Context: an optimization exercise on an open-source flow, tuned for small area and a short achievable clock period. The choices shown serve that exercise and are no tape-out recipe.
Where RTL was checked, it was by simulation tests only, not by an equivalence proof against the original.
The flow treats the clock pin as an ideal source. Dropping or thinning the clock tree relies on that and would not hold on a real chip.
Power figures rest on the tool's default switching activity, not on a simulated workload.

==> module FIFO, before the edit <==
module FIFO(
    input  wire clk,
    input  wire rstn,
    input  wire wr_en,
    input  wire rd_en,
    input  wire [7:0] data_in,
    output wire full,
    output wire empty,
    output wire [7:0] data_out
 );
    reg [7:0] mem [1:31];
    reg [4:0] tp;        
    reg [4:0] hp;        
    reg       ne_r;      
    reg       full_r;
    reg       le1_r;     
    reg [3:0] rlo_r;     
    reg [7:0] rhi_r;     
    reg [7:0] out_r;     
    wire empty_r = ~ne_r;
    wire w    = wr_en & ~full_r;
    wire r    = rd_en & ne_r;
    wire [4:0] tp1 = {tp[3:0], tp[4] ^ tp[2]};
    wire [4:0] hp1 = {hp[3:0], hp[4] ^ hp[2]};
    wire one  = ne_r & ~full_r & (hp == tp);     
    wire two  = (tp == hp1);                      
    wire n31  = (tp1 == hp);                      
    wire       hp_inc, le1_nx;
    fifo_ctl u_ctl (.wr(wr_en), .rd(rd_en), .e(empty_r), .f(full_r), .one(one),
                    .le1(le1_r), .le1_rd(one | two), .hp_inc(hp_inc), .le1_nx(le1_nx));
    wire [4:0] hp_nx  = hp_inc ? hp1 : hp;
    wire [3:0] rlo_nx = {4{~le1_nx}} & (hp_inc ? (4'd1 << hp1[1:0]) : (4'd1 << hp[1:0]));
    wire [7:0] rhi_nx = hp_inc ? (8'd1 << hp1[4:2]) : (8'd1 << hp[4:2]);
    wire [31:0] wsel, rsel;
    wire [3:0] wlo_pre = {4{~full_r}} & (4'd1 << tp[1:0]);
    wire [7:0] whi_n   = ~(8'd1 << tp[4:2]);
    wire [3:0] wlo_n;
    genvar k;
    generate for (k = 0; k < 4; k = k + 1) begin : wl
        fifo_nand2 u (.a(wr_en), .b(wlo_pre[k]), .y(wlo_n[k]));
    end
    for (k = 1; k < 32; k = k + 1) begin : ws
        fifo_nor2 u (.a(wlo_n[k % 4]), .b(whi_n[k / 4]), .y(wsel[k]));
    end endgenerate
    assign wsel[0] = 1'b0;
    fifo_and8x4 u_rdec (.lo(rlo_r), .hi(rhi_r), .y(rsel));
    wire [7:0] nhead;
    genvar b;
    generate for (b = 0; b < 8; b = b + 1) begin : bit_
        wire [30:0] d;
        for (k = 1; k < 32; k = k + 1) begin : sl
            assign d[k-1] = mem[k][b];
        end
        fifo_ao31 u_ao (.d(d), .s(rsel[31:1]), .din(data_in[b]), .sdin(le1_r), .y(nhead[b]));
    end endgenerate
    wire [7:0] out_nx;
    fifo_mux2x8 u_omux (.s(empty_r ? wr_en : rd_en), .a(out_r), .b(nhead), .y(out_nx));
    always @(posedge clk or negedge rstn) begin
        if (!rstn) begin
            tp     <= 5'd1;
            hp     <= 5'd1;
            ne_r   <= 1'b0;
            full_r <= 1'b0;
            le1_r  <= 1'b1;
            rlo_r  <= 4'd0;
        end else begin
            if (w) tp <= tp1;
            hp    <= hp_nx;
            le1_r <= le1_nx;
            rlo_r <= rlo_nx;
            if (w & ~r) begin
                ne_r   <= 1'b1;
                full_r <= n31;
            end else if (r & ~w) begin
                ne_r   <= ~one;
                full_r <= 1'b0;
            end
        end
    end
    always @(posedge clk) begin
        rhi_r <= rhi_nx;
        out_r <= out_nx;
    end
    integer i;
    always @(posedge clk) begin
        for (i = 1; i < 32; i = i + 1)
            if (wsel[i]) mem[i] <= data_in;
    end
    assign data_out = out_r;
    assign empty    = empty_r;
    assign full     = full_r;
endmodule
==> module fifo_ctl, before the edit <==
module fifo_ctl(
    input  wire wr,
    input  wire rd,
    input  wire e,        
    input  wire f,        
    input  wire one,      
    input  wire le1,      
    input  wire le1_rd,   
    output wire hp_inc,
    output wire le1_nx
);
    assign hp_inc = (wr & rd) | (wr & e) | (rd & ~e & ~one);
    wire wo = wr & ~rd & ~f;
    wire ro = rd & ~wr & ~e;
    assign le1_nx = wo ? e : ro ? le1_rd : le1;
endmodule
==> module fifo_mux2x8, before the edit <==
module fifo_mux2x8(
    input  wire       s,
    input  wire [7:0] a,
    input  wire [7:0] b,
    output wire [7:0] y
);
    assign y = s ? b : a;
endmodule
==> module fifo_ao31, before the edit <==
module fifo_ao31(
    input  wire [30:0] d,
    input  wire [30:0] s,
    input  wire        din,
    input  wire        sdin,
    output wire        y
);
    wire [3:0] l2;
    wire [1:0] l3;
    wire       dn;
    fifo_ao8 u0 (.d(d[7:0]),   .s(s[7:0]),   .y(l2[0]));
    fifo_ao8 u1 (.d(d[15:8]),  .s(s[15:8]),  .y(l2[1]));
    fifo_ao8 u2 (.d(d[23:16]), .s(s[23:16]), .y(l2[2]));
    fifo_ao7 u3 (.d(d[30:24]), .s(s[30:24]), .y(l2[3]));
    fifo_nor2 o0 (.a(l2[0]), .b(l2[1]), .y(l3[0]));
    fifo_nor2 o1 (.a(l2[2]), .b(l2[3]), .y(l3[1]));
    fifo_nand2 n0 (.a(din), .b(sdin), .y(dn));
    fifo_nand3 n1 (.a(l3[0]), .b(l3[1]), .c(dn), .y(y));
endmodule
==> module fifo_ao7, before the edit <==
module fifo_ao7(
    input  wire [6:0] d,
    input  wire [6:0] s,
    output wire       y
);
    assign y = |(d & s);
endmodule
==> flow/config.mk <==
export PLATFORM = sky130hd
export DESIGN_NAME = FIFO
export DESIGN_NICKNAME = FIFO
export VERILOG_FILES = /design/flow/design.v
export SDC_FILE = /design/flow/constraint.sdc
export NUM_CORES = 4
export LEC_CHECK = 0
export CAP_MARGIN = 20
export CORE_MARGIN = 2
export CORE_UTILIZATION = 40
export SETUP_SLACK_MARGIN = 3.1
export SLEW_MARGIN = 20
export SYNTH_HIERARCHICAL = 1
==> flow/constraint.sdc <==
create_clock -name core_clock -period 5.0 [get_ports {clk}]
set_input_delay 1.0000 -clock core_clock [delete_from_list [all_inputs] [get_ports {clk}]]
set_output_delay 1.0000 -clock core_clock [all_outputs]
set_load 0.01 [all_outputs]
standard.sh (not shown) runs the stock make flow with config.mk's settings and CLKGATE_MAP_FILE= SYNTH_SCRIPT=/design/flow/synth_recipe.tcl, a recipe that flattens the netlist after the stock synthesis.
==> flow/flow/run.sh <==
#!/bin/bash
# The standard layout, with the clock tree built by flow/cts_pre.tcl in
# place of TritonCTS. make's output goes to standard.log; each ORFS step
# keeps its own log under orfs/logs.
set -euo pipefail
export PRE_CTS_TCL="$PWD/flow/cts_pre.tcl"
bash standard.sh PRE_CTS_TCL="$PRE_CTS_TCL" finish > standard.log 2>&1
Other scripts of this flow, unchanged in this note and not shown: flow/flow/clock_tree.tcl, flow/flow/cts_pre.tcl
Change:
--- a/flow/design.v
+++ b/flow/design.v
@@ -13,6 +13,7 @@
     reg [4:0] hp;        
     reg       ne_r;      
     reg       full_r;
+    reg       one_r;     
     reg       le1_r;     
     reg [3:0] rlo_r;     
     reg [7:0] rhi_r;     
@@ -22,12 +23,13 @@
     wire r    = rd_en & ne_r;
     wire [4:0] tp1 = {tp[3:0], tp[4] ^ tp[2]};
     wire [4:0] hp1 = {hp[3:0], hp[4] ^ hp[2]};
-    wire one  = ne_r & ~full_r & (hp == tp);     
     wire two  = (tp == hp1);                      
     wire n31  = (tp1 == hp);                      
-    wire       hp_inc, le1_nx;
+    wire       one = one_r;
+    wire       hp_inc, le1_nx, one_nx;
     fifo_ctl u_ctl (.wr(wr_en), .rd(rd_en), .e(empty_r), .f(full_r), .one(one),
-                    .le1(le1_r), .le1_rd(one | two), .hp_inc(hp_inc), .le1_nx(le1_nx));
+                    .le1(le1_r), .le1_rd(one | two), .two(two),
+                    .hp_inc(hp_inc), .le1_nx(le1_nx), .one_nx(one_nx));
     wire [4:0] hp_nx  = hp_inc ? hp1 : hp;
     wire [3:0] rlo_nx = {4{~le1_nx}} & (hp_inc ? (4'd1 << hp1[1:0]) : (4'd1 << hp[1:0]));
     wire [7:0] rhi_nx = hp_inc ? (8'd1 << hp1[4:2]) : (8'd1 << hp[4:2]);
@@ -53,8 +55,6 @@
         end
         fifo_ao31 u_ao (.d(d), .s(rsel[31:1]), .din(data_in[b]), .sdin(le1_r), .y(nhead[b]));
     end endgenerate
-    wire [7:0] out_nx;
-    fifo_mux2x8 u_omux (.s(empty_r ? wr_en : rd_en), .a(out_r), .b(nhead), .y(out_nx));
     always @(posedge clk or negedge rstn) begin
         if (!rstn) begin
             tp     <= 5'd1;
@@ -62,11 +62,13 @@
             ne_r   <= 1'b0;
             full_r <= 1'b0;
             le1_r  <= 1'b1;
+            one_r  <= 1'b0;
             rlo_r  <= 4'd0;
         end else begin
             if (w) tp <= tp1;
             hp    <= hp_nx;
             le1_r <= le1_nx;
+            one_r <= one_nx;
             rlo_r <= rlo_nx;
             if (w & ~r) begin
                 ne_r   <= 1'b1;
@@ -79,7 +81,7 @@
     end
     always @(posedge clk) begin
         rhi_r <= rhi_nx;
-        out_r <= out_nx;
+        if (empty_r ? wr_en : rd_en) out_r <= nhead;
     end
     integer i;
     always @(posedge clk) begin
@@ -98,13 +100,16 @@
     input  wire one,      
     input  wire le1,      
     input  wire le1_rd,   
+    input  wire two,      
     output wire hp_inc,
-    output wire le1_nx
+    output wire le1_nx,
+    output wire one_nx
 );
     assign hp_inc = (wr & rd) | (wr & e) | (rd & ~e & ~one);
     wire wo = wr & ~rd & ~f;
     wire ro = rd & ~wr & ~e;
     assign le1_nx = wo ? e : ro ? le1_rd : le1;
+    assign one_nx = wo ? e : ro ? two : (one | (wr & e));
 endmodule
 module fifo_and8x4(
     input  wire [3:0]  lo,
@@ -115,14 +120,6 @@
     generate for (g = 0; g < 32; g = g + 1) begin : d
         assign y[g] = lo[g % 4] & hi[g / 4];
     end endgenerate
-endmodule
-module fifo_mux2x8(
-    input  wire       s,
-    input  wire [7:0] a,
-    input  wire [7:0] b,
-    output wire [7:0] y
-);
-    assign y = s ? b : a;
 endmodule
 module fifo_ao31(
     input  wire [30:0] d,
@@ -137,18 +134,11 @@
     fifo_ao8 u0 (.d(d[7:0]),   .s(s[7:0]),   .y(l2[0]));
     fifo_ao8 u1 (.d(d[15:8]),  .s(s[15:8]),  .y(l2[1]));
     fifo_ao8 u2 (.d(d[23:16]), .s(s[23:16]), .y(l2[2]));
-    fifo_ao7 u3 (.d(d[30:24]), .s(s[30:24]), .y(l2[3]));
+    fifo_ao8 u3 (.d({1'b0, d[30:24]}), .s({1'b0, s[30:24]}), .y(l2[3]));
     fifo_nor2 o0 (.a(l2[0]), .b(l2[1]), .y(l3[0]));
     fifo_nor2 o1 (.a(l2[2]), .b(l2[3]), .y(l3[1]));
     fifo_nand2 n0 (.a(din), .b(sdin), .y(dn));
     fifo_nand3 n1 (.a(l3[0]), .b(l3[1]), .c(dn), .y(y));
-endmodule
-module fifo_ao7(
-    input  wire [6:0] d,
-    input  wire [6:0] s,
-    output wire       y
-);
-    assign y = |(d & s);
 endmodule
 module fifo_nand3(input wire a, b, c, output wire y);
     assign y = ~(a & b & c);
Outcome:
- setup slack improves by 0.12 ns
- power went down by 5.4%
- register-to-register slack improves by 0.15 ns
- cell count went down by 1.1%
- clock skew went up by 0.0096 ns
- wire length went down by 1.1%
- cell area went down by 2.5%
- global-route usage went down by 0.20 points
For the first run of this note, only the layout was checked, not whether the RTL still works. No run of this note takes its clock network from TritonCTS; it comes from the design's own scripts or RTL.

## afterwards: timing with drivers on the ports
In the flow no input, the clock included, has a driving cell. The finished layouts below were timed again as built, in two steps. Step 1 assumes that a clkbuf_16 drives the clock port and a buf_2 every other input. Step 2 adds t to the input delays and takes it off the output delays; t is the mean of the earliest and latest rising clock arrival at the registers after step 1. Input paths then give back, and output paths get back, about the clock's delay inside the block. a / b / c = ideal ports / drivers / drivers and shift; a / b = the first two.
run	shift t [ns]	setup slack, ns	worst setup path at the end	clock arrival spread, ns	slew at the worst register clock pin (ns)
the first run	0.395	2.965 / 2.965 / 2.925	input to register	0.018 / 0.019	0.09 / 0.09
the second run	0.392	3.084 / 2.989 / 2.789	input to register	0.031 / 0.031	0.10 / 0.10
After both steps every run listed still meets setup and hold. For the second run, which loses most, drivers alone change the setup slack by -0.095 ns; drivers and shift together by -0.295 ns.
